This is an optimization exercise on Yosys and OpenROAD, whose aim is small area and a short achievable clock period, not a production implementation. Power is estimated from default activity; no workload was simulated.

==> module fpa, before the edit <==
module fpa(
  input  wire        clk,
  input  wire        reset,
  input  wire [11:0] A,
  input  wire [11:0] B,
  input  wire [11:0] C,
  input  wire [11:0] D,
  input  wire        pushin,
  output reg         pushout,
  output reg  [11:0] Z
);
  function automatic ge5(input [4:0] a, input [4:0] b);
    reg [4:0] g, n; reg g43, n43, g21, n21, g4_1, n4_1;
    begin
      g = ~a & b; n = ~(a & ~b);
      g43 = g[4] | (n[4] & g[3]);  n43 = n[4] & n[3];
      g21 = g[2] | (n[2] & g[1]);  n21 = n[2] & n[1];
      g4_1 = g43 | (n43 & g21);    n4_1 = n43 & n21;
      ge5 = ~(g4_1 | (n4_1 & g[0]));
    end
  endfunction
  wire [4:0] eA = A[10:6], eB = B[10:6], eC = C[10:6], eD = D[10:6];
  wire gAB = ge5(eA, eB), gAC = ge5(eA, eC), gAD = ge5(eA, eD);
  wire gBC = ge5(eB, eC), gBD = ge5(eB, eD), gCD = ge5(eC, eD);
  wire selA = gAB & gAC & gAD;
  wire selB = ~gAB & gBC & gBD;
  wire selC = ~gAC & ~gBC & gCD;
  wire selD = ~gAD & ~gBD & ~gCD;
  wire [4:0] mx0 = ({5{selA}} & eA) | ({5{selB}} & eB) | ({5{selC}} & eC) | ({5{selD}} & eD);
  reg [5:0] f1A, f1B, f1C, f1D;
  reg [4:0] e1A, e1B, e1C, e1D, mx1;
  reg [3:0] s1;
  reg       v1;
  always @(posedge clk) begin
    f1A <= A[5:0]; f1B <= B[5:0]; f1C <= C[5:0]; f1D <= D[5:0];
    e1A <= eA; e1B <= eB; e1C <= eC; e1D <= eD;
    s1  <= {A[11], B[11], C[11], D[11]};
    mx1 <= mx0;
    v1  <= reset ? 1'b0 : pushin;
  end
  function automatic [10:0] align(input [5:0] f, input [4:0] e, input [4:0] mx);
    reg [4:0] sh; reg [10:0] v;
    begin
      sh = mx - e;
      v = (|e) ? {1'b1, f, 4'b0000} : 11'd0;
      v = sh[0] ? {1'b0, v[10:1]} : v;
      v = sh[1] ? {2'b0, v[10:2]} : v;
      v = sh[2] ? {4'b0, v[10:4]} : v;
      v = sh[3] ? {8'b0, v[10:8]} : v;
      align = sh[4] ? 11'd0 : v;
    end
  endfunction
  reg [10:0] t2A, t2B, t2C, t2D;
  reg [3:0]  s2;
  reg [2:0]  nn2;
  reg [4:0]  mx2;
  reg        v2;
  always @(posedge clk) begin
    t2A <= align(f1A, e1A, mx1);
    t2B <= align(f1B, e1B, mx1);
    t2C <= align(f1C, e1C, mx1);
    t2D <= align(f1D, e1D, mx1);
    s2  <= s1;
    nn2 <= 3'd0 - (s1[3] + s1[2] + s1[1] + s1[0]);
    mx2 <= mx1;
    v2  <= reset ? 1'b0 : v1;
  end
  wire [13:0] q0 = {nn2,  t2A ^ {11{s2[3]}}};
  wire [13:0] q1 = {3'b0, t2B ^ {11{s2[2]}}};
  wire [13:0] q2 = {3'b0, t2C ^ {11{s2[1]}}};
  wire [13:0] q3 = {3'b0, t2D ^ {11{s2[0]}}};
  wire [13:0] a1 = q0 ^ q1 ^ q2;
  wire [13:0] b1 = {(q0[12:0] & q1[12:0]) | (q0[12:0] & q2[12:0]) | (q1[12:0] & q2[12:0]), s2[3]};
  wire [13:0] a2 = a1 ^ b1 ^ q3;
  wire [13:0] b2 = {(a1[12:0] & b1[12:0]) | (a1[12:0] & q3[12:0]) | (b1[12:0] & q3[12:0]), s2[2]};
  reg [13:0] g3, t3;    
  reg [1:0]  s3;
  reg [4:0]  mx3;
  reg        v3;
  always @(posedge clk) begin
    g3  <= a2 & b2;
    t3  <= a2 | b2;
    s3  <= s2[1:0];
    mx3 <= mx2;
    v3  <= reset ? 1'b0 : v2;
  end
  wire [13:0] p3 = t3 & ~g3;
  reg [13:0] G, P;
  reg [13:0] Gn, Pn;
  integer i, lv;
  always @* begin
    G = g3; P = t3;
    G[0] = g3[0] | (t3[0] & s3[1]);
    P[0] = 1'b0;
    for (lv = 1; lv < 16; lv = lv * 2) begin
      Gn = G; Pn = P;
      for (i = 0; i < 14; i = i + 1)
        if ((i & lv) != 0) begin
          Gn[i] = G[i] | (P[i] & G[(i & ~(lv - 1)) - 1]);
          Pn[i] = P[i] & P[(i & ~(lv - 1)) - 1];
        end
      G = Gn; P = Pn;
    end
  end
  wire [13:0] cin = {G[12:0], s3[1]};
  wire [13:0] S   = p3 ^ cin;
  wire        sgn = S[13];
  reg [12:0] W4;
  reg        ci4, sgn4;
  reg [4:0]  mx4;
  reg        v4;
  always @(posedge clk) begin
    W4   <= S[12:0] ^ {13{sgn}};
    ci4  <= s3[0] ^ sgn;
    sgn4 <= sgn;
    mx4  <= mx3;
    v4   <= reset ? 1'b0 : v3;
  end
  wire [12:0] M;
  genvar gk;
  assign M[0] = W4[0] ^ ci4;
  generate for (gk = 1; gk < 13; gk = gk + 1) begin : g_inc
    assign M[gk] = W4[gk] ^ (ci4 & (&W4[gk-1:0]));
  end endgenerate
  wire        wz = ~|W4;
  reg [3:0] lzw;
  integer q;
  always @* begin
    lzw = 4'd15;
    for (q = 0; q < 13; q = q + 1)
      if (W4[q]) lzw = 4'd12 - q;
  end
  wire d3 = lzw[3], d2 = lzw[2], d1 = lzw[1], d0 = lzw[0];
  wire [13:0] N1 = d3 ? {M[5:0], 8'd0} : {1'b0, M};
  wire [13:0] N2 = d2 ? {N1[9:0], 4'd0} : N1;
  wire [13:0] N3 = d1 ? {N2[11:0], 2'd0} : N2;
  wire [13:0] N4 = d0 ? {N3[12:0], 1'b0} : N3;
  reg        sgn5, nz5, ov5;
  reg [5:0]  fr5;
  reg [3:0]  lz5;
  reg [4:0]  mx5;
  reg        v5;
  always @(posedge clk) begin
    sgn5 <= sgn4;
    nz5  <= ~wz | ci4;
    ov5  <= N4[13] | wz;             
    fr5  <= N4[13] ? 6'd0 : N4[11:6];
    lz5  <= wz ? 4'd13 : {d3, d2, d1, d0};
    mx5  <= mx4;
    v5   <= reset ? 1'b0 : v4;
  end
  wire [6:0] e7 = {2'b00, mx5} + {6'd0, ov5} + 7'd2 - {3'b000, lz5};
  wire zero  = ~nz5 | e7[6] | ~|e7[5:1];                    
  wire sathi = ~e7[6] & (e7[5] | &e7[4:0]);                  
  wire e30   = ~e7[6] & ~e7[5] & (e7[4:0] == 5'd30);
  wire sat   = sathi | (e30 & fr5[5] & fr5[4] & (|fr5[3:0]));
  wire [11:0] res = zero ? 12'h000 : sat ? {sgn5, 5'b11110, 6'b110000} : {sgn5, e7[4:0], fr5};
  always @(posedge clk) begin
    Z       <= res;
    pushout <= reset ? 1'b0 : v5;
  end
endmodule
export LEC_CHECK = 0
export ABC_AREA = 1
export CAP_MARGIN = 20
export CORE_MARGIN = 2
export CORE_UTILIZATION = 40
export CTS_BUF_LIST = sky130_fd_sc_hd__clkbuf_8
export SETUP_SLACK_MARGIN = 2.7
export SLEW_MARGIN = 20
create_clock -name core_clock -period 5.0 [get_ports {clk}]
standard.sh (not shown) runs the stock make flow with config.mk's settings and CLKGATE_MAP_FILE= SYNTH_SCRIPT=/design/flow/synth_recipe.tcl, a recipe that flattens the netlist after the stock synthesis.
==> flow/flow/run.sh <==
#!/bin/bash
set -euo pipefail
export BUFFER_PORTS_ARGS="-buffer_cell sky130_fd_sc_hd__buf_1"
export CTS_ARGS="-sink_clustering_enable -repair_clock_nets -dont_use_dummy_load -buf_list sky130_fd_sc_hd__clkbuf_8"
bash standard.sh > standard.log 2>&1
The starting point finished with timing, DRC and antenna clean.
Then changed:
--- a/flow/design.v
+++ b/flow/design.v
@@ -49,44 +49,44 @@
       v = sh[3] ? {8'b0, v[10:8]} : v;
       align = sh[4] ? 11'd0 : v;
     end
   endfunction
   reg [10:0] t2A, t2B, t2C, t2D;
   reg [3:0]  s2;
-  reg [2:0]  nn2;
   reg [4:0]  mx2;
   reg        v2;
   always @(posedge clk) begin
     t2A <= align(f1A, e1A, mx1);
     t2B <= align(f1B, e1B, mx1);
     t2C <= align(f1C, e1C, mx1);
     t2D <= align(f1D, e1D, mx1);
     s2  <= s1;
-    nn2 <= 3'd0 - (s1[3] + s1[2] + s1[1] + s1[0]);
     mx2 <= mx1;
     v2  <= reset ? 1'b0 : v1;
   end
+  wire [2:0]  nn2 = 3'd0 - (s2[3] + s2[2] + s2[1] + s2[0]);
   wire [13:0] q0 = {nn2,  t2A ^ {11{s2[3]}}};
   wire [13:0] q1 = {3'b0, t2B ^ {11{s2[2]}}};
   wire [13:0] q2 = {3'b0, t2C ^ {11{s2[1]}}};
   wire [13:0] q3 = {3'b0, t2D ^ {11{s2[0]}}};
   wire [13:0] a1 = q0 ^ q1 ^ q2;
   wire [13:0] b1 = {(q0[12:0] & q1[12:0]) | (q0[12:0] & q2[12:0]) | (q1[12:0] & q2[12:0]), s2[3]};
   wire [13:0] a2 = a1 ^ b1 ^ q3;
   wire [13:0] b2 = {(a1[12:0] & b1[12:0]) | (a1[12:0] & q3[12:0]) | (b1[12:0] & q3[12:0]), s2[2]};
-  reg [13:0] g3, t3;    
+  reg [13:0] a3, b3;    
   reg [1:0]  s3;
   reg [4:0]  mx3;
   reg        v3;
   always @(posedge clk) begin
-    g3  <= a2 & b2;
-    t3  <= a2 | b2;
+    a3  <= a2;
+    b3  <= b2;
     s3  <= s2[1:0];
     mx3 <= mx2;
     v3  <= reset ? 1'b0 : v2;
   end
+  wire [13:0] g3 = a3 & b3, t3 = a3 | b3;
   wire [13:0] p3 = t3 & ~g3;
   reg [13:0] G, P;
   reg [13:0] Gn, Pn;
   integer i, lv;
   always @* begin
     G = g3; P = t3;
@@ -134,25 +134,23 @@
   wire [13:0] N1 = d3 ? {M[5:0], 8'd0} : {1'b0, M};
   wire [13:0] N2 = d2 ? {N1[9:0], 4'd0} : N1;
   wire [13:0] N3 = d1 ? {N2[11:0], 2'd0} : N2;
   wire [13:0] N4 = d0 ? {N3[12:0], 1'b0} : N3;
   reg        sgn5, nz5, ov5;
   reg [5:0]  fr5;
-  reg [3:0]  lz5;
-  reg [4:0]  mx5;
+  reg [5:0]  k5;
   reg        v5;
   always @(posedge clk) begin
     sgn5 <= sgn4;
     nz5  <= ~wz | ci4;
     ov5  <= N4[13] | wz;             
     fr5  <= N4[13] ? 6'd0 : N4[11:6];
-    lz5  <= wz ? 4'd13 : {d3, d2, d1, d0};
-    mx5  <= mx4;
+    k5   <= {1'b0, mx4} - {2'b00, (wz ? 4'd13 : lzw)};    
     v5   <= reset ? 1'b0 : v4;
   end
-  wire [6:0] e7 = {2'b00, mx5} + {6'd0, ov5} + 7'd2 - {3'b000, lz5};
+  wire [6:0] e7 = {k5[5], k5} + {6'd0, ov5} + 7'd2;
   wire zero  = ~nz5 | e7[6] | ~|e7[5:1];                    
   wire sathi = ~e7[6] & (e7[5] | &e7[4:0]);                  
   wire e30   = ~e7[6] & ~e7[5] & (e7[4:0] == 5'd30);
   wire sat   = sathi | (e30 & fr5[5] & fr5[4] & (|fr5[3:0]));
   wire [11:0] res = zero ? 12'h000 : sat ? {sgn5, 5'b11110, 6'b110000} : {sgn5, e7[4:0], fr5};
   always @(posedge clk) begin
What happened:
- The changed run completed without violations
- die area falls by 2.3%
- core utilization rises by 0.67 points
- setup slack gains 0.081 ns
- synthesized area falls by 2.3%
- clock power barely changes
- global-route usage rises by 0.41 points
- clock skew falls by 0.011 ns
- total power falls by 1.7%
- final area falls by 1.4%
- worst hold slack gains 0.030 ns
- register-to-register slack gains 0.08 ns
- fmax rises by 3.7%
- via count falls by 4.3%
No functional check of the RTL was part of any run of this note.

separate check: timing with driven ports:
The results above use ideal ports. As a check the final layouts listed here were re-extracted and re-timed, cells and wires unchanged.
Step 1: set_driving_cell puts a clkbuf_16 on clk and a buf_2 on each other input, an assumption about the parent block.
Step 2 adds t to the input delays and takes it off the output delays; t is the mean of the earliest and latest rising clock arrival at the registers after step 1. Input paths then give back, and output paths get back, about the clock's delay inside the block.
Three values: ideal ports, drivers, drivers and shift; two values: the first two.
| run | shift t [ns] | setup slack, ns | worst data-port slew with drivers (ns) |
|---|---|---|---|
| the first run | 0.486 | 2.723 / 2.723 / 2.474 | 0.03 |
| the second run | 0.488 | 2.804 / 2.804 / 2.412 | 0.03 |
After both steps setup and hold are still met in every run listed. The setup slack of the second run, which loses most, moves by 0.000 ns with the drivers and by -0.392 ns with both steps.
